Context: an optimization exercise on an open-source flow, tuned for small area. The choices shown serve that exercise and are no tape-out recipe. Function was checked by simulation only, so behaviour that the tests miss may differ from the original. The clock port is modelled as an ideal driver; clocking choices that lean on that would not hold on a real chip. Power figures rest on the tool's default switching activity, not on a simulated workload.

==> design/flow/design.v <==
module bcd_to_7seg(
    input  [3:0] bcd,
    output [6:0] seg
);
    wire [3:0] d = bcd;
    assign seg[6] = (~d[0] & d[1] & ~d[3]) | (d[2] & ~d[3]);  
    assign seg[5] = (d[0] & d[1] & d[3]);  
    assign seg[4] = (~d[0] & d[1] & d[2]);  
    assign seg[3] = (~d[0] & ~d[3]);  
    assign seg[2] = (~d[0] & ~d[2]) | (d[0] & d[1] & d[2]) | (~d[3]);  
    assign seg[1] = (~d[0] & ~d[1]) | (~d[0] & d[3]);  
    assign seg[0] = (~d[0] & ~d[1]) | (~d[1] & ~d[2]);  
endmodule
module transmitter (
    input  wire i_clk,
    input  wire i_rst,
    input  wire i_tx_ena_n,
    output reg  o_serial
);
    reg [9:0] cnt;
    reg       cy;
    reg       bw;
    reg [3:0] st;
    wire done = (~st[0] & st[2] & ~st[3]);
    wire busy = (st[0]) | (st[3]);
    wire load = !busy && !i_tx_ena_n;
    wire [3:0] st_next;         
    assign st_next[0] = (st[3]);
    assign st_next[1] = (~st[2] & ~st[3]) | (st[2] & st[3]);
    assign st_next[2] = (~st[1]) | (~st[3]);
    assign st_next[3] = (~st[0]) | (st[1] & ~st[2]) | (st[1] & ~st[3]);
    wire sh   = busy & ~i_rst;
    wire hold = ~busy & ~i_rst;
    always @(posedge i_clk)
        cnt <= ({10{sh}} & {cnt[0] ^ cy, cnt[9:1]}) | ({10{hold}} & cnt);
    always @(posedge i_clk) begin
        if (i_rst) begin
            cy       <= 1'b0;
            bw       <= 1'b0;
            st       <= 4'b0000;
            o_serial <= 1'b0;
        end else if (load) begin
            cy <= 1'b1;
            bw <= done;
            st <= 4'b1000;
        end else if (busy) begin
            o_serial <= cnt[0] ^ bw;
            bw       <= bw & ~cnt[0];
            cy       <= cy & cnt[0];
            st       <= st_next;
        end else begin
            st <= 4'b0000;
        end
    end
endmodule
module receiver (
    input  wire       i_clk,
    input  wire       i_rst,
    input  wire       i_serial,
    input  wire [8:0] i_pattern,
    output reg        o_hit
);
    localparam [8:0] INV = 9'b010101010;
    reg  [8:0] q;
    wire [8:0] shift_reg = q ^ INV;
    always @(posedge i_clk) begin
        if (i_rst) begin
            q     <= INV;
            o_hit <= 1'b0;
        end else begin
            q     <= {i_serial, shift_reg[8:1]} ^ INV;
            o_hit <= (shift_reg == i_pattern);
        end
    end
endmodule
module one_sec_timer(
    input  wire i_clk,
    input  wire i_rst,
    output wire o_sec_pulse
);
    localparam [13:0] INV = 14'b10101010101010;
    reg  [13:0] q;
    wire [13:0] s = q ^ INV;
    wire fb = ~(s[13] ^ s[10] ^ s[9] ^ s[8]);
    assign o_sec_pulse = ~s[0] & ~s[1] & ~s[2] & ~s[3] & s[4] & ~s[6] &
                         s[7] & s[8] & ~s[9] & ~s[10] & ~s[11];
    always @(posedge i_clk) begin
        if (i_rst)
            q <= INV;
        else if (o_sec_pulse)
            q <= 14'd1 ^ INV;
        else
            q <= {s[12:0], fb} ^ INV;
    end
endmodule
module hit_counter(
    input  wire        i_clk,
    input  wire        i_rst,
    input  wire        i_hit,
    input  wire        i_sec_pulse,
    output reg  [15:0] o_hit_count
);
    localparam [3:0] ZERO = 4'b1001;
    function [3:0] next_digit(input [3:0] d);
        next_digit = {(d[1] & d[2]) | (~d[3]),
                      (~d[1] & ~d[2]) | (~d[0] & ~d[3]),
                      (~d[0] & d[1]) | (d[2]),
                      (d[0] & d[2]) | (~d[2] & ~d[3])};
    endfunction
    function is_nine(input [3:0] d);
        is_nine = (d[0] & ~d[3]);
    endfunction
    wire c0 = i_hit;
    wire c1 = c0 & is_nine(o_hit_count[3:0]);
    wire c2 = c1 & is_nine(o_hit_count[7:4]);
    wire c3 = c2 & is_nine(o_hit_count[11:8]);
    always @(posedge i_clk) begin
        if (i_rst || i_sec_pulse) begin
            o_hit_count <= {4{ZERO}};
        end else begin
            if (c0) o_hit_count[3:0]   <= next_digit(o_hit_count[3:0]);
            if (c1) o_hit_count[7:4]   <= next_digit(o_hit_count[7:4]);
            if (c2) o_hit_count[11:8]  <= next_digit(o_hit_count[11:8]);
            if (c3) o_hit_count[15:12] <= next_digit(o_hit_count[15:12]);
        end
    end
endmodule
module top_happy_birthday #(
    parameter integer NumDig = 4
)(
    input  wire                   i_clk,
    input  wire                   i_rst,
    input  wire                   i_tx_ena_n,
    input  wire  [8:0]            i_pattern,
    output wire  [NumDig*7-1 : 0] o_hit_count,
    output wire                   o_hit_count_valid
);
    wire        serial_wire;
    wire        hit_pulse;
    wire        sec_pulse;
    wire [15:0] hit_count_bcd;
    reg  [15:0] hit_count_latched;
    transmitter hb_tx (
        .i_clk      (i_clk),
        .i_rst      (i_rst),
        .i_tx_ena_n (i_tx_ena_n),
        .o_serial   (serial_wire)
    );
    receiver hb_rx (
        .i_clk    (i_clk),
        .i_rst    (i_rst),
        .i_serial (serial_wire),
        .i_pattern(i_pattern),
        .o_hit    (hit_pulse)
    );
    one_sec_timer hb_timer (
        .i_clk       (i_clk),
        .i_rst       (i_rst),
        .o_sec_pulse (sec_pulse)
    );
    hit_counter hb_hit_counter (
        .i_clk       (i_clk),
        .i_rst       (i_rst),
        .i_hit       (hit_pulse),
        .i_sec_pulse (sec_pulse),
        .o_hit_count (hit_count_bcd)
    );
    localparam [3:0] ZERO = 4'b1001;   
    wire ld_new  = sec_pulse & ~i_rst;
    wire ld_keep = ~sec_pulse & ~i_rst;
    always @(posedge i_clk)
        hit_count_latched <= ({16{ld_new}} & hit_count_bcd) |
                             ({16{ld_keep}} & hit_count_latched) |
                             ({16{i_rst}} & {4{ZERO}});
    wire [6:0] seg0, seg1, seg2, seg3;
    bcd_to_7seg u0 (.bcd(hit_count_latched[3:0]),   .seg(seg0));
    bcd_to_7seg u1 (.bcd(hit_count_latched[7:4]),   .seg(seg1));
    bcd_to_7seg u2 (.bcd(hit_count_latched[11:8]),  .seg(seg2));
    bcd_to_7seg u3 (.bcd(hit_count_latched[15:12]), .seg(seg3));
    assign o_hit_count = {seg3, seg2, seg1, seg0};
    assign o_hit_count_valid = sec_pulse;
endmodule
==> design/flow/flow/run.sh <==
#!/bin/bash
# Standard ORFS layout, with changes that only affect buffer choice:
#  - the port buffers are sky130 buf_1 cells instead of the default choice;
#  - CTS builds its tree without dummy loads, and post_cts.tcl then downsizes
#    each clock buffer as far as the clock-pin slew allows;
#  - post_cts.tcl also downsizes logic gates to drive strength 1 (timing has
#    ample slack).
set -euo pipefail
here=$(pwd)
export BUFFER_PORTS_ARGS="-inputs -outputs -buffer_cell sky130_fd_sc_hd__buf_1"
export CTS_ARGS="-sink_clustering_enable -repair_clock_nets -dont_use_dummy_load"
export POST_CTS_TCL=$here/flow/post_cts.tcl
export CLK_SLEW_LIMIT_NS=${CLK_SLEW_LIMIT_NS:-0.115}

bash standard.sh > make_flow.log 2>&1
==> design/flow/flow/post_cts.tcl <==
set limit $::env(CLK_SLEW_LIMIT_NS)
set sizes {sky130_fd_sc_hd__clkbuf_1 sky130_fd_sc_hd__clkbuf_2 sky130_fd_sc_hd__clkbuf_4 sky130_fd_sc_hd__clkbuf_8 sky130_fd_sc_hd__clkbuf_16}
proc worst_clk_slew {} {
  estimate_parasitics -placement
  set w 0.0
  foreach p [get_pins -of_objects [all_registers] -filter "name==CLK"] {
    set s [get_property $p slew_max]
    if {$s > $w} { set w $s }
  }
  return $w
}
set bufs {}
foreach inst [[ord::get_db_block] getInsts] {
  if {[string match "clkbuf_*_i_clk" [$inst getName]]} { lappend bufs [$inst getName] }
}
# leaves (level > 0) first, then the root
set bufs [lsort -decreasing $bufs]
puts "clock buffers: $bufs; worst clock slew [worst_clk_slew]"
foreach b $bufs {
  set orig [[[ord::get_db_block] findInst $b] getMaster]
  set orig [$orig getName]
  foreach s $sizes {
    if {$s eq $orig} { break }
    replace_cell $b $s
    set w [worst_clk_slew]
    if {$w <= $limit} { puts "$b: $orig -> $s (worst clock slew $w)"; break }
    replace_cell $b $orig
  }
}
puts "worst clock slew after sizing [worst_clk_slew]"
detailed_placement
check_placement -verbose
estimate_parasitics -placement

# Downsize logic gates to drive strength 1 (or 0 where that is the smallest):
# synthesis maps some gates at higher drive strengths than this design's
# slack needs. Registers, clock buffers and plain buffers are left alone; the
# repair_design run after global routing fixes any slew or load this causes.
set lib_cells {}
foreach c [get_lib_cells sky130_fd_sc_hd__*] { dict set lib_cells [get_name $c] 1 }
set downsized 0
foreach inst [[ord::get_db_block] getInsts] {
  set m [[$inst getMaster] getName]
  if {![regexp {^sky130_fd_sc_hd__([a-z0-9]+)_([0-9]+)$} $m -> base size]} { continue }
  if {[regexp {^(df|sdf|edf|clk|buf|dly|tap|fill|decap|conb|diode)} $base]} { continue }
  foreach s {0 1} {
    set cand sky130_fd_sc_hd__${base}_$s
    if {$s < $size && [dict exists $lib_cells $cand]} {
      replace_cell [$inst getName] $cand
      incr downsized
      break
    }
  }
}
puts "downsized $downsized gates"
detailed_placement
check_placement -verbose
estimate_parasitics -placement
report_worst_slack -max
report_check_types -max_slew -max_capacitance
==> design/flow/standard.sh <==
#!/bin/bash
# synth_recipe.tcl (not shown) runs the flow's synth.tcl, then flattens the netlist and writes it again
# the make line also repeats each setting of config.mk as NAME=value (left out here)
make -C /OpenROAD-flow-scripts/flow DESIGN_CONFIG=/design/flow/config.mk WORK_HOME=/design/flow/orfs CLKGATE_MAP_FILE= SYNTH_SCRIPT=/design/flow/synth_recipe.tcl "${@:-finish}"
==> design/flow/config.mk <==
export PLATFORM = sky130hd
export DESIGN_NAME = top_happy_birthday
export DESIGN_NICKNAME = top_happy_birthday
export VERILOG_FILES = /design/flow/design.v
export SDC_FILE = /design/flow/constraint.sdc
export NUM_CORES = 4
export LEC_CHECK = 0
export CAP_MARGIN = 20
export CORE_MARGIN = 2
export CORE_UTILIZATION = 40
export SLEW_MARGIN = 20
==> design/flow/constraint.sdc <==
create_clock -name core_clock -period 13.0 [get_ports {i_clk}]
set_input_delay 2.6000 -clock core_clock [delete_from_list [all_inputs] [get_ports {i_clk}]]
set_output_delay 2.6000 -clock core_clock [all_outputs]
set_load 0.01 [all_outputs]
==> results of run 1 <==
[cells in the final DEF, fill, tap and decap left out, drive strengths merged, types with 7 or more instances in the layout]
master / netlist / final
mux2i: 17 / 17
nand3: 7 / 7
clkbuf: 14 / 10
inv: 12 / 12
dfxtp: 73 / 73
buf: 6 / 40
and3: 8 / 8
xnor2: 7 / 7
nand2: 55 / 55
o21ai: 8 / 8
a21oi: 30 / 30
nor2: 46 / 46
[metal layers]
layer,global-route usage (%),routed length (um)
met2,22.6,2410
met5,0,0
met1,17.7,2780
met4,5.00,53
met3,5.53,258
[stage by stage]
stage,std cells,instance area (um2)
2_1_floorplan,340,2980
6_report,469,3200
3_5_place_dp,460,3160
3_3_place_gp,460,3160
5_1_grt,469,3200
[final cells by class]
type,instances,area [um2]
clock buffer,9,76.3
fill,735,4020
inverter,12,45.0
multi-input combinational,235,1330
sequential,73,1460
tap,99,124
timing repair buffer,41,159
[power groups by stage]
stage / registers (mW) / clock network, mW / logic [mW]
finish: 0.229 / 0.103 / 0.0153
global route: 0.230 / 0.117 / 0.0175
detailed placement: 0.234 / 0 / 0.0159
global placement: 0.234 / 0 / 0.0155
floorplan: 0.234 / 0 / 0.0122
[sequential cells by signal, summed over array words and instances (netlist names), named ones only]
register                    count
hit_count_latched              16
hb_timer.q                     14
hb_hit_counter.o_hit_count     12
hb_tx.cnt                      10
hb_rx.q                         9
hb_tx.st                        4
hb_rx.o_hit                     1
hb_tx.bw                        1
hb_tx.cy                        1
hb_tx.o_serial                  1
[worst register-to-register path: stages, from the launching register on]
cell and delay [ns]:
dfxtp_1 0.32, or3_1 0.42, o31ai_2 0.68, nor3_1 0.13
[kinds of logic after synthesis]
family                   after synthesis  synth area share (%)
AND/OR/NAND/NOR                      142                  22.7
XOR/XNOR                              12                  3.53
AO/OA/AOI/OAI                         62                  13.2
buffers and inverters                 32                  4.96
adder cells (fa/ha/maj)                2                 0.841
flip-flops                            73                  49.1
multiplexers                          17                  5.72
[worst max-delay path by stage]
stage	from	end	depth (start not counted)
floorplan	hb_timer.q[6]$_SDFF_PP0_	o_hit_count_valid	4
global placement	i_rst	flop	4
detailed placement	i_rst	flop	4
global route	hb_timer.q[6]$_SDFF_PP0_	o_hit_count_valid	4
finish	hb_timer.q[6]$_SDFF_PP0_	o_hit_count_valid	4
==> impl_results.md, run 1 <==
* Avg Inst Size Synth at 8.75 um2
* Syn nets at between 300 and 400
* Cell depth of the worst hold path at 1
* Layout cells sized above 1 at 2.97%
* WP data arrival at between 2 and 2.5 ns
* Layout Skew at around 0.033 ns
* Clk slew on worst S/H paths at 0.10 ns
* Critical Path Fanout Max at 18
* HP Class: flop to flop
* Core area at about 0.0072 mm2
* Synth top area share at 49.1%
* Synth async-reset ratio at 0%
* Vias per cell at ~5
* Startpoint types: flop
* FF-to-FF Start: hb_timer.q[6]$_SDFF_PP0_
* Sequential Power Share at roughly two thirds
* Area leader, netlist: dfxtp_1
* Pwr Total at ~350 uW
* Sw frac at 23.1%
* Cell with the most instances after synthesis: dfxtp_1
* Share of total power in the clock network at slightly below 30%
* Die Y-Extent at about 90 um
* CP Capture Type: output port
* Final hold viol count at 0
* Top delay family on crit path: simple AND/OR/NAND/NOR gates
* Std cell rows at 31
* Final ANT Viol Nets at 0
* Hold EP: hb_timer.q[13]$_SDFF_PP1_
* Synth warn at 5
* Slowest cell on crit path: or3_1
* Int Pwr at ~270 uW
* Count of nets after finishing at between 300 and 400
* Initial drt markers at between 90 and 100
* GPL Wtd Cong at between 0.7 and 0.8
* CTS sink count at 73
* Antenna diodes at 0
* Post-synth EDFFs at 0
* Residual DRC at 0
* R2R setup slack at roughly 11 ns
* Overall routed net length at between 5 and 6 mm
* Vias in the first global route at about 2,100
* Cells taking the most area after synthesis: dfxtp_1, nand2_1, nor2_1
* Synth-to-layout area growth at 7.44%
* Maximum number of pins on one net before global-route repair at 45
* Max Slew Vio Count at 0
* Crit path buffers/inverters at 2
* Kind of critical path: flop to output port
* Worst vdd ir at 81.0 uV
* Worst hold start: hb_timer.q[12]$_SDFF_PP0_
* Final period util at 37.1%
* Drt pass-1 iters at 4
* CTS tree: yes
* Netlist Area Pre-Place at 0.00298 mm2
* Final setup fails at 0
* DP Worst Slack at 8.50 ns
* Vias at between 2,000 and 2,500
* Total negative slack at 0 ns
* PortBufs at 40
* Initial antenna violation count at 0
* Fmax at 208 MHz
* Post-synthesis sequential area ratio at 49.1%
* Commonest register cell after synthesis: dfxtp_1
* Max-cap viol count at 0
* Worst-Skew Late Latency at between 0.7 and 0.8 ns
* Wire length of the first global-routing pass at 9.43 mm
* Synth cell types at 52
* Die ar. at around 0.0081 mm2
* R2R cell count at 3
* Final WS setup at just over 8 ns
* DP Wirelength at about 3.7 mm
* Initial Utilization at 41.2%
* Combinational share of power at around 4.4%
* Post-route minimum period at 4.82 ns
* Tightest Pin Transition at between 0.8 and 0.9 ns
* Top cells by count, synth: dfxtp_1, nand2_1, nor2_1
* Overflow after GRT at 0
* Sw power at ~80 uW
* RSZ-0062 raised after global routing: no
* #FFs+latches synth at 73
* Outcome: complete, no violations
* Core Util, Final at roughly 44%
* Crit path cell chain: or3_1 -> nor3_1 -> buf_4 -> buf_1
* FF-to-FF End: hb_hit_counter.o_hit_count[6]$_SDFFE_PP0P_
* Leak at between 1 and 1.5 nW
* Synth Instances at 340
* Worst slew margin at roughly two fifths
* Routed len/inst at 11.7 um
* Die Wd at between 90 and 100 um
* PwrDens at 109 mW/mm2
* CP peak stage delay at around 0.42 ns
* All-Layer GR Usage at ~14%
* Req. time, crit path at roughly 10 ns
* IO Count at 41
* Hold Slack at roughly 0.37 ns
==> inputs of run 2 (changes only) <==
--- a/design/flow/design.v
+++ b/design/flow/design.v
@@ -5,9 +5,9 @@
     wire [3:0] d = bcd;
     assign seg[6] = (~d[0] & d[1] & ~d[3]) | (d[2] & ~d[3]);  
     assign seg[5] = (d[0] & d[1] & d[3]);  
-    assign seg[4] = (~d[0] & d[1] & d[2]);  
+    assign seg[4] = (~d[0] & ~d[2] & d[3]);  
     assign seg[3] = (~d[0] & ~d[3]);  
-    assign seg[2] = (~d[0] & ~d[2]) | (d[0] & d[1] & d[2]) | (~d[3]);  
+    assign seg[2] = (d[1] & d[2]) | (~d[3]);  
     assign seg[1] = (~d[0] & ~d[1]) | (~d[0] & d[3]);  
     assign seg[0] = (~d[0] & ~d[1]) | (~d[1] & ~d[2]);  
 endmodule
@@ -21,35 +21,33 @@
     reg       cy;
     reg       bw;
     reg [3:0] st;
-    wire done = (~st[0] & st[2] & ~st[3]);
-    wire busy = (st[0]) | (st[3]);
+    wire done = (st[0] & st[1] & ~st[3]);
+    wire busy = (~st[0]) | (~st[1]);
     wire load = !busy && !i_tx_ena_n;
     wire [3:0] st_next;         
-    assign st_next[0] = (st[3]);
-    assign st_next[1] = (~st[2] & ~st[3]) | (st[2] & st[3]);
-    assign st_next[2] = (~st[1]) | (~st[3]);
-    assign st_next[3] = (~st[0]) | (st[1] & ~st[2]) | (st[1] & ~st[3]);
+    assign st_next[0] = (~st[2] & ~st[3]);
+    assign st_next[1] = (~st[0] & ~st[1]);
+    assign st_next[2] = (st[0]) | (~st[1] & ~st[3]);
+    assign st_next[3] = (~st[0] & st[2]) | (st[2] & ~st[3]);
     wire sh   = busy & ~i_rst;
     wire hold = ~busy & ~i_rst;
     always @(posedge i_clk)
         cnt <= ({10{sh}} & {cnt[0] ^ cy, cnt[9:1]}) | ({10{hold}} & cnt);
     always @(posedge i_clk) begin
         if (i_rst) begin
-            cy       <= 1'b0;
-            bw       <= 1'b0;
-            st       <= 4'b0000;
+            st       <= 4'b1111;
             o_serial <= 1'b0;
         end else if (load) begin
             cy <= 1'b1;
             bw <= done;
-            st <= 4'b1000;
+            st <= 4'b1101;
         end else if (busy) begin
             o_serial <= cnt[0] ^ bw;
             bw       <= bw & ~cnt[0];
             cy       <= cy & cnt[0];
             st       <= st_next;
         end else begin
-            st <= 4'b0000;
+            st <= 4'b1111;
         end
     end
 endmodule
@@ -81,9 +79,9 @@
     localparam [13:0] INV = 14'b10101010101010;
     reg  [13:0] q;
     wire [13:0] s = q ^ INV;
-    wire fb = ~(s[13] ^ s[10] ^ s[9] ^ s[8]);
-    assign o_sec_pulse = ~s[0] & ~s[1] & ~s[2] & ~s[3] & s[4] & ~s[6] &
-                         s[7] & s[8] & ~s[9] & ~s[10] & ~s[11];
+    wire fb = ~(s[13] ^ s[12]);
+    assign o_sec_pulse = s[0] & s[1] & s[3] & ~s[5] & s[6] & ~s[7] & ~s[8] &
+                         ~s[9] & ~s[10] & s[11] & s[12];
     always @(posedge i_clk) begin
         if (i_rst)
             q <= INV;
@@ -102,8 +100,8 @@
 );
     localparam [3:0] ZERO = 4'b1001;
     function [3:0] next_digit(input [3:0] d);
-        next_digit = {(d[1] & d[2]) | (~d[3]),
-                      (~d[1] & ~d[2]) | (~d[0] & ~d[3]),
+        next_digit = {(~d[0] & ~d[2]) | (d[0] & d[1] & d[2]) | (~d[3]),
+                      (~d[0] & ~d[2]) | (~d[1] & ~d[2]),
                       (~d[0] & d[1]) | (d[2]),
                       (d[0] & d[2]) | (~d[2] & ~d[3])};
     endfunction
--- a/design/flow/config.mk
+++ b/design/flow/config.mk
@@ -7,5 +7,5 @@
 export LEC_CHECK = 0
 export CAP_MARGIN = 20
 export CORE_MARGIN = 2
-export CORE_UTILIZATION = 40
+export CORE_UTILIZATION = 70
 export SLEW_MARGIN = 20
==> run 2 against run 1 <==
  * Still clean on timing, DRC and antenna
  * Combinational power down 4%
  * Clock power decreased by 9.5%
  * Total power decreased by 2.6%
  * Maximum frequency increased by 2.6%
  * Final cell count shrank 15%
  * Sequential power is essentially flat
  * Count of clock-buffer cells in the layout unchanged
  * Worst hold slack better by 0.0093 ns
  * First-iteration DRC count down 18%
  * Register-to-register slack worse by 0.35 ns
  * Area after synthesis fell by 5.5%
  * Critical path type unchanged
  * Largest power group unchanged
==> impl_results.md, run 2 <==
* Outcome: complete, no violations
* RSZ-0062 raised after global routing: no
* CTS tree: yes
* WP data arrival at 2.10 ns
* Crit. Startpoint: hb_timer.q[3]$_SDFF_PP1_
* Top flop regs: hit_count_latched (16), hb_timer.q (14), hb_hit_counter.o_hit_count (12)
* FF-to-FF Start: hb_timer.q[3]$_SDFF_PP1_
* Layout cells sized above 1 at under 10%
* Largest Register: hit_count_latched
* Post-synth EDFFs at 2
* Crit path cell chain: or3_1 -> nor3_1 -> buf_4 -> buf_1
* Initial antenna violation count at 0
* Layout Skew at about 0.017 ns
* CP Capture Type: output port
* Wire length of the first global-routing pass at between 7 and 8 mm
* Cells taking the most area after synthesis: dfxtp_1, nor2_1, nand2_1
* Core area at just under 0.004 mm2
* Critical Path Fanout Max at 28
* Post-route minimum period at ~4.7 ns
* Worst slew margin at 40.1%
* Final hold viol count at 0
* Pwr Total at 339 uW
* Cell depth of the worst hold path at 1
* Final period util at a little over a third
* Std cell rows at 23
* Overall routed net length at slightly below 5 mm
* Antenna diodes at 0
* Drt pass-1 iters at 4
* Count of nets after finishing at ~360
* Filler Cell Count at approximately 300
* Avg Inst Size Synth at between 8 and 9 um2
* Synth async-reset ratio at 0%
* Initial drt markers at 75
* Overflow after GRT at 0
* Cell with the most instances after synthesis: dfxtp_1
* Clk slew on worst S/H paths at ~0.10 ns
* CTS sink count at 73
* Worst-Skew Late Latency at around 0.7 ns
* Max reg flops at 16
* Final ANT Viol Nets at 0
* Req. time, crit path at around 10 ns
* Synth-to-layout area growth at 6.23%
* Synth warn at 5
* Max Slew Vio Count at 0
* Synth Instances at ~310
* Syn nets at about 330
* Vias at about 2,200
* Fmax at between 200 and 250 MHz
* Tightest Pin Transition at roughly 0.9 ns
* GPL Wtd Cong at roughly 0.73
* Register Area at approximately 0.0015 mm2
* Vias per cell at ~5.6
* Residual DRC at 0
* PortBufs at 40
* Worst hold start: hb_timer.q[2]$_SDFF_PP0_
* Core Util, Final at 75.8%
* Leak at about 1.1 nW
* DP Cell Count at approximately 390
* Post-synthesis sequential area ratio at between 50% and 60%
* Commonest non-fill, non-tap cell in the layout: dfxtp_1
* Die Y-Extent at approximately 67 um
* Netlist Area Pre-Place at around 0.0028 mm2
* Final setup fails at 0
* PwrDens at between 100 and 150 mW/mm2
* Multi-input gate area in the final layout at ~0.0012 mm2
* Die Wd at a little under 70 um
* All-Layer GR Usage at between 20 and 25%
* #FFs+latches synth at 73
* Area leader, netlist: dfxtp_1
* Synth top area share at 50.5%
* Worst vdd ir at 94.3 uV
* Routed len/inst at roughly 12 um
* Filler-free cell count of the finished design at 398
* Startpoint types: flop
* CP peak stage delay at 0.36 ns
* Hold Slack at approximately 0.38 ns
* Synth cell types at about 40
* HP Class: flop to flop
* Die ar. at 0.00454 mm2
* DP Wirelength at about 3.4 mm
* Total negative slack at 0 ns
* Maximum number of pins on one net before global-route repair at 49
* Most frequent cells in the layout: dfxtp_1, nor2_1, nand2_1
* Max-cap viol count at 0
* Kind of critical path: flop to output port
* Top cells by count, synth: dfxtp_1, nor2_1, nand2_1
* Slowest cell on crit path: or3_1
* Initial Utilization at 71.3%
* R2R cell count at 5
* IO Count at 41
* Vias in the first global route at 1,843
* Commonest register cell after synthesis: dfxtp_1
-- run 2: per-layer routing --
metal  vias to the layer above  track usage (%)  share of wire, %
met2                        48             37.1                45
met1                      1033             28.6                50
met5                         -                0                 0
met3                        11             4.17               3.4
met4                         0             11.0               1.7
li1                       1131                -                 -
-- run 2: report_power, final --
group          leakage [nW]  switching [mW]  internal (mW)
combinational         0.487         0.00990        0.00481
sequential            0.595         0.00231          0.229
clock                0.0380          0.0640         0.0292
-- run 2: cell type report --
cell class	count	share of cell area [%]
tap	50	2.09
sequential	73	49.6
timing repair buffer	41	5.32
clock buffer	9	2.14
inverter	12	1.51
multi-input combinational	213	39.4
-- run 2: logic make-up (layout without fill, tap and decap cells) --
| kind of cell | count (synthesis) | after routing | synth area share [%] |
|---|---|---|---|
| AND/OR/NAND/NOR | 124 | 124 | 20.9 |
| flip-flops | 73 | 73 | 52.7 |
| AO/OA/AOI/OAI | 69 | 69 | 15.2 |
| buffers and inverters | 27 | 62 | 4.40 |
| XOR/XNOR | 10 | 10 | 3.11 |
| multiplexers | 8 | 8 | 2.85 |
| adder cells (fa/ha/maj) | 2 | 2 | 0.890 |
-- run 2: worst max-delay path, delay by kind of cell (launching register included) --
family / cells / cell delay, ns
and+or+nand+nor: 2 / 0.54
buffers and inverters: 2 / 0.54
DFF: 1 / 0.32
-- run 2: path summary, 6_finish.rpt --
| path | to | slack (ns) |
|---|---|---|
| worst max-delay path | o_hit_count_valid | 8.30 |
| worst min-delay path | hb_timer.q[3]$_SDFF_PP1_ | 0.38 |
| worst max register to register | hb_hit_counter.o_hit_count[1]$_SDFFE_PP0P_ | 10.95 |
| worst min register to register | hb_timer.q[3]$_SDFF_PP1_ | 0.38 |
-- run 2: stage by stage --
step	area [um2]	setup WS [ns]
2_1_floorplan	2810	9.19
3_3_place_gp	2960	8.73
3_5_place_dp	2960	8.66
5_1_grt	2990	8.24
6_report	2990	8.30
==> inputs of run 3 (changes only) <==
--- a/design/flow/config.mk
+++ b/design/flow/config.mk
@@ -7,5 +7,5 @@
 export LEC_CHECK = 0
 export CAP_MARGIN = 20
 export CORE_MARGIN = 2
-export CORE_UTILIZATION = 70
+export CORE_UTILIZATION = 40
 export SLEW_MARGIN = 20
==> run 3 against run 2 <==
  * Worst hold slack got worse by 0.027 ns
  * Design area increased by 2.3%
  * Non-clock buffer count unchanged
  * Global-route usage decreased by 9.1 points
  * Clock power increased by 11%
  * Combinational power about the same
  * Maximum frequency increased by 4.4%
  * Final cell count increased by 12%
  * Count of clock-buffer cells in the layout unchanged
  * Register-to-register slack got worse by 0.04 ns
  * Sequential share of layout area decreased by 1.1 points
  * Via count decreased by 2.9%
  * Critical endpoint unchanged
  * Largest power group unchanged
==> impl_results.md, run 3 <==
* Overall routed net length at between 4 and 5 mm
* Largest Register: hit_count_latched
* Vias at around 2,200
* IO Count at approximately 40
* Worst vdd ir at roughly 53 uV
* PortBufs at 40
* Post-route minimum period at 4.50 ns
* Req. time, crit path at 10.40 ns
* Worst slew margin at between 40% and 50%
* Drt pass-1 iters at 4
* Overflow after GRT at 0
* Final setup fails at 0
* Filler-free cell count of the finished design at between 400 and 500
* Top flop regs: hit_count_latched (16), hb_timer.q (14), hb_hit_counter.o_hit_count (12)
* CTS tree: yes
* Initial antenna violation count at 0
* Netlist Area Pre-Place at approximately 0.0028 mm2
* Vias in the first global route at about 1,800
* Tightest Pin Transition at between 0.8 and 0.9 ns
* CP peak stage delay at around 0.36 ns
* Leak at roughly 1.1 nW
* DP Wirelength at 3.19 mm
* All-Layer GR Usage at around 13%
* Commonest register cell after synthesis: dfxtp_1
* Top delay family on crit path: simple AND/OR/NAND/NOR gates
* Final hold viol count at 0
* Max-cap viol count at 0
* Post-synth EDFFs at 2
* Pwr Total at 348 uW
* Die Y-Extent at 87.9 um
* Wire length of the first global-routing pass at 7.98 mm
* Cells taking the most area after synthesis: dfxtp_1, nor2_1, nand2_1
* Total negative slack at 0 ns
* Post-synthesis sequential area ratio at 52.7%
* DP Worst Slack at 8.64 ns
* Initial drt markers at 76
* Post-Place Cell Area at 0.00301 mm2
* Worst-Skew Late Latency at roughly 0.50 ns
* Synth Instances at 313
* Kind of critical path: flop to output port
* Count of nets after finishing at ~360
* CTS sink count at 73
* Synth warn at 5
* Core Util, Final at between 40% and 50%
* #FFs+latches synth at between 70 and 80
* Crit path cell chain: or3_1 -> nor3_1 -> buf_4 -> buf_1
* Std cell rows at 30
* Synth-to-layout area growth at 8.67%
* Avg Inst Size Synth at about 9.0 um2
* Final Cell Area at slightly above 0.003 mm2
* Max reg flops at 16
* Synth async-reset ratio at 0%
* Core area at around 0.0068 mm2
* Clk slew on worst S/H paths at 0.09 ns
* Critical Path Fanout Max at 28
* Antenna diodes at 0
* Crit path buffers/inverters at 2
* CP Capture Type: output port
* Maximum number of pins on one net before global-route repair at 49
* R2R setup slack at approximately 11 ns
* Commonest non-fill, non-tap cell in the layout: dfxtp_1
* Residual DRC at 0
* Die ar. at between 0.007 and 0.008 mm2
* WP data arrival at around 1.9 ns
* HP Class: flop to flop
* RSZ-0062 raised after global routing: no
* DP Cell Count at approximately 440
* Outcome: complete, no violations
* Max Slew Vio Count at 0
* Synth top area share at about 51%
* PwrDens at approximately 110 mW/mm2
* Hold Slack at 0.349 ns
* Syn nets at 327
* Final period util at 34.6%
* Vias per cell at roughly 4.9
* Layout cells sized above 1 at 3.16%
* GPL Wtd Cong at approximately 0.73
* Synth cell types at 41
* Initial Utilization at 41.4%
* Most frequent cells in the layout: dfxtp_1, nor2_1, nand2_1
* Layout Skew at 0.0618 ns
* Top cells by count, synth: dfxtp_1, nor2_1, nand2_1
* Die Wd at between 80 and 90 um
* Final WS setup at roughly 8.5 ns
* Cell with the most instances after synthesis: dfxtp_1
* Slowest cell on crit path: or3_1
* Area leader, netlist: dfxtp_1
* Final ANT Viol Nets at 0
* Routed len/inst at 11.0 um
* Startpoint types: flop
* Fmax at ~220 MHz
## run 3: cell counts after synthesis
No cell type changed its count.
## run 3: worst reg2reg max path, stage by stage (launching register included)
cell and delay, ns:
dfxtp_1 0.32, or3_1 0.36, nor3_1 0.18, buf_4 0.35, or2_0 0.61, nor2_1 0.10
## run 3: layer usage
| layer | vias to the layer above | wire, um | track usage [%] | part of all wire [%] |
|---|---|---|---|---|
| li1 | 1131 | - | - | - |
| met1 | 990 | 2470 | 16.7 | 51 |
| met2 | 27 | 2150 | 20.3 | 44 |
| met3 | 11 | 136 | 4.24 | 2.8 |
| met4 | 0 | 133 | 8.39 | 2.7 |
| met5 | - | 0 | 0 | 0 |
## run 3: layout make-up
class                      count  area [um2]
clock buffer                   9        75.1
fill                         684        3740
inverter                      12        45.0
multi-input combinational    213        1180
sequential                    73        1480
tap                           96         120
timing repair buffer          41         159
## run 3: path summary, 6_finish.rpt
check,start,endpoint,depth (start not counted)
worst min register to register,hb_timer.q[2]$_SDFF_PP0_,hb_timer.q[3]$_SDFF_PP1_,1
worst max-delay path,hb_timer.q[3]$_SDFF_PP1_,o_hit_count_valid,4
worst max register to register,hb_timer.q[3]$_SDFF_PP1_,hb_hit_counter.o_hit_count[1]$_SDFFE_PP0P_,5
worst min-delay path,hb_timer.q[2]$_SDFF_PP0_,hb_timer.q[3]$_SDFF_PP1_,1
## run 3: logic make-up (layout without fill, tap and decap cells)
| group | count (synthesis) | count (layout) | synth area share (%) |
|---|---|---|---|
| and+or+nand+nor | 124 | 124 | 20.9 |
| DFF | 73 | 73 | 52.7 |
| AOI/OAI and AO/OA | 69 | 69 | 15.2 |
| buffers and inverters | 27 | 62 | 4.40 |
| xor gates and xnor gates | 10 | 10 | 3.11 |
| muxes | 8 | 8 | 2.85 |
| adders and majority gates | 2 | 2 | 0.890 |
## run 3: where the power goes
part           total, mW  internal (mW)  switching (mW)
Sequential         0.231          0.229         0.00220
Clock              0.103         0.0351          0.0680
Combinational     0.0144        0.00479         0.00964
Total              0.348          0.269          0.0799
==> inputs of run 4 (changes only) <==
--- a/design/flow/design.v
+++ b/design/flow/design.v
@@ -5,9 +5,9 @@
     wire [3:0] d = bcd;
     assign seg[6] = (~d[0] & d[1] & ~d[3]) | (d[2] & ~d[3]);  
     assign seg[5] = (d[0] & d[1] & d[3]);  
-    assign seg[4] = (~d[0] & ~d[2] & d[3]);  
+    assign seg[4] = (~d[0] & d[1] & d[2]);  
     assign seg[3] = (~d[0] & ~d[3]);  
-    assign seg[2] = (d[1] & d[2]) | (~d[3]);  
+    assign seg[2] = (~d[0] & ~d[2]) | (d[0] & d[1] & d[2]) | (~d[3]);  
     assign seg[1] = (~d[0] & ~d[1]) | (~d[0] & d[3]);  
     assign seg[0] = (~d[0] & ~d[1]) | (~d[1] & ~d[2]);  
 endmodule
@@ -21,33 +21,35 @@
     reg       cy;
     reg       bw;
     reg [3:0] st;
-    wire done = (st[0] & st[1] & ~st[3]);
-    wire busy = (~st[0]) | (~st[1]);
+    wire done = (~st[0] & st[2] & ~st[3]);
+    wire busy = (st[0]) | (st[3]);
     wire load = !busy && !i_tx_ena_n;
     wire [3:0] st_next;         
-    assign st_next[0] = (~st[2] & ~st[3]);
-    assign st_next[1] = (~st[0] & ~st[1]);
-    assign st_next[2] = (st[0]) | (~st[1] & ~st[3]);
-    assign st_next[3] = (~st[0] & st[2]) | (st[2] & ~st[3]);
+    assign st_next[0] = (st[3]);
+    assign st_next[1] = (~st[2] & ~st[3]) | (st[2] & st[3]);
+    assign st_next[2] = (~st[1]) | (~st[3]);
+    assign st_next[3] = (~st[0]) | (st[1] & ~st[2]) | (st[1] & ~st[3]);
     wire sh   = busy & ~i_rst;
     wire hold = ~busy & ~i_rst;
     always @(posedge i_clk)
         cnt <= ({10{sh}} & {cnt[0] ^ cy, cnt[9:1]}) | ({10{hold}} & cnt);
     always @(posedge i_clk) begin
         if (i_rst) begin
-            st       <= 4'b1111;
+            cy       <= 1'b0;
+            bw       <= 1'b0;
+            st       <= 4'b0000;
             o_serial <= 1'b0;
         end else if (load) begin
             cy <= 1'b1;
             bw <= done;
-            st <= 4'b1101;
+            st <= 4'b1000;
         end else if (busy) begin
             o_serial <= cnt[0] ^ bw;
             bw       <= bw & ~cnt[0];
             cy       <= cy & cnt[0];
             st       <= st_next;
         end else begin
-            st <= 4'b1111;
+            st <= 4'b0000;
         end
     end
 endmodule
@@ -79,9 +81,9 @@
     localparam [13:0] INV = 14'b10101010101010;
     reg  [13:0] q;
     wire [13:0] s = q ^ INV;
-    wire fb = ~(s[13] ^ s[12]);
-    assign o_sec_pulse = s[0] & s[1] & s[3] & ~s[5] & s[6] & ~s[7] & ~s[8] &
-                         ~s[9] & ~s[10] & s[11] & s[12];
+    wire fb = ~(s[13] ^ s[10] ^ s[9] ^ s[8]);
+    assign o_sec_pulse = ~s[0] & ~s[1] & ~s[2] & ~s[3] & s[4] & ~s[6] &
+                         s[7] & s[8] & ~s[9] & ~s[10] & ~s[11];
     always @(posedge i_clk) begin
         if (i_rst)
             q <= INV;
@@ -100,8 +102,8 @@
 );
     localparam [3:0] ZERO = 4'b1001;
     function [3:0] next_digit(input [3:0] d);
-        next_digit = {(~d[0] & ~d[2]) | (d[0] & d[1] & d[2]) | (~d[3]),
-                      (~d[0] & ~d[2]) | (~d[1] & ~d[2]),
+        next_digit = {(d[1] & d[2]) | (~d[3]),
+                      (~d[1] & ~d[2]) | (~d[0] & ~d[3]),
                       (~d[0] & d[1]) | (d[2]),
                       (d[0] & d[2]) | (~d[2] & ~d[3])};
     endfunction
==> design/flow/flow/run.sh (replaced) <==
#!/bin/bash
# Standard ORFS layout, with two changes that only affect buffer choice:
#  - the port buffers are sky130 buf_1 cells instead of the default choice;
#  - CTS builds its tree without dummy load cells.
set -euo pipefail
export BUFFER_PORTS_ARGS="-inputs -outputs -buffer_cell sky130_fd_sc_hd__buf_1"
export CTS_ARGS="-sink_clustering_enable -repair_clock_nets -dont_use_dummy_load"
bash standard.sh > make_flow.log 2>&1
removed: design/flow/flow/post_cts.tcl
==> run 4 against run 3 <==
  * Critical endpoint unchanged
  * Utilization is 0.55 points higher
  * Worst hold slack better by 0.010 ns
  * Register-to-register slack better by 0.58 ns
  * Sequential power hardly changed
  * Via count is 7.5% higher
  * Sequential cell count stayed put
  * Clock power is 28% higher
  * Final cell count is 5.6% higher
  * Combinational power is 8% higher
  * Clock skew is 0.038 ns lower
  * Largest cell class unchanged
  * Routed wire length is 12% higher
  * Synthesized cell count is 8.6% higher
==> impl_results.md, run 4 <==
* Syn nets at roughly 350
* Final setup fails at 0
* Post-Place Cell Area at roughly 0.0032 mm2
* DP Worst Slack at roughly 8.5 ns
* Antenna diodes at 0
* # resized after CTS at 0
* Wire length of the first global-routing pass at between 9 and 10 mm
* GPL Wtd Cong at 0.760
* Layout cells sized above 1 at between 5 and 6%
* Vias in the first global route at ~2,100
* Count of nets after finishing at 386
* Final period util at 33.3%
* IO Count at just over 40
* Commonest register cell after synthesis: dfxtp_1
* H-Tree Depth at 3
* Root Buffer: clkbuf_8
* Worst-Skew Late Latency at 0.34 ns
* Max reg flops at 16
* Cell with the most instances after synthesis: dfxtp_1
* Vias per cell at between 4 and 5
* Slowest cell on crit path: or3_4
* CTS tree: yes
* Post-synth EDFFs at 0
* Synth async-reset ratio at 0%
* Crit path cell chain: or3_4 -> nor3_4 -> buf_4 -> buf_1
* Residual DRC at 0
* Post-CTS Hold Buffers at 0
* RSZ-0062 raised after global routing: no
* Kind of critical path: flop to output port
* Cells taking the most area after synthesis: dfxtp_1, nand2_1, nor2_1
* Post-synthesis sequential area ratio at between 40% and 50%
* PwrDens at between 100 and 150 mW/mm2
* Synth cell types at 52
* Initial antenna violation count at 0
* CP peak stage delay at approximately 0.42 ns
* WP data arrival at 1.73 ns
* Std cell rows at 31
* CTS Buf Count at 9
* Critical Path Fanout Max at 18
* PortBufs at 40
* Die Y-Extent at roughly 90 um
* CTS Buffer Depth at 2
* Worst slew margin at between 40% and 50%
* Vias at 2,321
* Commonest non-fill, non-tap cell in the layout: dfxtp_1
* DP Wirelength at 3.68 mm
* Crit path buffers/inverters at 2
* Final Cell Area at 0.00329 mm2
* Synth-to-layout area growth at 10.4%
* Drt pass-1 iters at 4
* Total negative slack at 0 ns
* Tightest Pin Transition at 0.895 ns
* CP Capture Type: output port
* DP Cell Count at 460
* Outcome: complete, no violations
* Netlist Area Pre-Place at around 0.0030 mm2
* Largest Register: hit_count_latched
* Post-route minimum period at approximately 4.3 ns
* Post-CTS Setup Bufs at 0
* Final WS setup at 8.67 ns
* Synth Instances at 340
* All-Layer GR Usage at around 14%
* Filler Cell Count at ~730
* Overflow after GRT at 0
* Die Wd at 90.2 um
* Top flop regs: hit_count_latched (16), hb_timer.q (14), hb_hit_counter.o_hit_count (12)
* Core area at between 0.007 and 0.008 mm2
* Max Slew Vio Count at 0
* Req. time, crit path at 10.40 ns
* Initial Utilization at 41.2%
* Worst vdd ir at roughly 82 uV
* Synth warn at 5
* Max-cap viol count at 0
* CTS sink count at between 70 and 80
* Core Util, Final at a little under half
* Avg Inst Size Synth at 8.75 um2
* Routed len/inst at 11.7 um
* Top delay family on crit path: simple AND/OR/NAND/NOR gates
* Clk slew on worst S/H paths at 0.06 ns
* Final ANT Viol Nets at 0
* Most frequent cells in the layout: dfxtp_1, nand2_1, nor2_1
* Area leader, netlist: dfxtp_1
* Maximum number of pins on one net before global-route repair at 45
* Filler-free cell count of the finished design at 469
* Die ar. at 0.00814 mm2
* Final hold viol count at 0
* Initial drt markers at 82
* HP Class: flop to flop
* Top cells by count, synth: dfxtp_1, nand2_1, nor2_1
* Fmax at 231 MHz
* Synth top area share at 49.1%
* Layout Skew at between 0.02 and 0.025 ns
* Startpoint types: flop
* Leak at between 1 and 1.5 nW
* Overall routed net length at 5.48 mm
* #FFs+latches synth at 73
run 4: cell types whose count changed in the layout (fill, tap and decap cells not counted), sizes merged, moves of 3 or more:
cell	change
a211o	-9
and3	+4
mux2i	+9
nand2	+12
nand2b	-5
nand3	+5
nand4b	-3
o211ai	+4
o21ai	-7
run 4: layout make-up:
cell class | count | area (um2) | area share [%]
flip-flops and latches | 73 | 1460 | 44.5
multi-input cells | 235 | 1370 | 41.8
repair buffers | 41 | 159 | 4.84
clock buffers | 9 | 124 | 3.77
well taps | 99 | 124 | 3.77
inverters | 12 | 45.0 | 1.37
run 4: per-stage QoR:
step                power [mW]  hold slack, ns
CTS                      0.383           0.362
floorplan                0.246           0.343
detailed placement       0.250           0.348
global route             0.392           0.375
finish                   0.377           0.360
global placement         0.250           0.351
run 4: routing by layer:
layer	routed length, um	share of wire [%]	GRT usage (%)	vias up
met4	27	0.49	6.15	0
met5	0	0	0	-
li1	-	-	-	1216
met2	2490	45	22.5	46
met1	2750	50	17.6	1057
met3	206	3.8	4.27	2
run 4: worst paths after layout:
| check | startpoint | to | slack, ns | cells past startpoint |
|---|---|---|---|---|
| worst min register to register | hb_timer.q[12]$_SDFF_PP0_ | hb_timer.q[13]$_SDFF_PP1_ | 0.36 | 1 |
| worst max-delay path | hb_timer.q[6]$_SDFF_PP0_ | o_hit_count_valid | 8.67 | 4 |
| worst min-delay path | hb_timer.q[12]$_SDFF_PP0_ | hb_timer.q[13]$_SDFF_PP1_ | 0.36 | 1 |
| worst max register to register | hb_timer.q[6]$_SDFF_PP0_ | hit_count_latched[7]$_DFF_P_ | 11.49 | 4 |
run 4: where the power goes:
group | total (mW) | switching [mW] | internal, mW
logic | 0.0156 | 0.0104 | 0.00521
clock network | 0.132 | 0.0701 | 0.0617
registers | 0.229 | 0.00227 | 0.227
total | 0.377 | 0.0828 | 0.294
run 4: worst register-to-register path, stage by stage, from the launching register on:
cell	delay, ns
dfxtp_1	0.31
or3_4	0.42
nor3_4	0.16
buf_4	0.32
mux2i_1	0.23
run 4: cell families (layout without fill, tap and decap cells):
kind of cell	after synthesis	in the layout	share of synthesized area [%]
flip-flops	73	73	49.1
buffers and inverters	32	62	4.96
AO/OA/AOI/OAI	62	62	13.2
adder cells (fa/ha/maj)	2	2	0.841
AND/OR/NAND/NOR	142	142	22.7
multiplexers	17	17	5.72
XOR/XNOR	12	12	3.53

[separate check: timing with driven ports]
How much do the figures lean on ideal ports? The routed layouts below were timed once more, with nothing changed but the port constraints. Step 1, drivers: a clkbuf_16 drives i_clk and a buf_2 each remaining input, both assumed. Step 2 adds t to the input delays and takes it off the output delays; t is the mean of the earliest and latest rising clock arrival at the registers after step 1. Input paths then give back, and output paths get back, about the clock's delay inside the block. Slacks: ideal ports / drivers / drivers and shift; pairs: ideal ports / drivers.
run	t (ns)	slack for setup (ns)	worst data-port slew with drivers (ns)
run 1	0.764	8.182 / 8.155 / 8.260	0.03
run 2	0.705	8.305 / 8.282 / 8.669	0.03
run 3	0.498	8.502 / 8.477 / 8.648	0.04
run 4	0.361	8.669 / 8.641 / 8.547	0.03
After both steps every run listed still meets setup and hold. For run 4, which loses most, drivers alone change the setup slack by -0.028 ns; drivers and shift together by -0.122 ns.
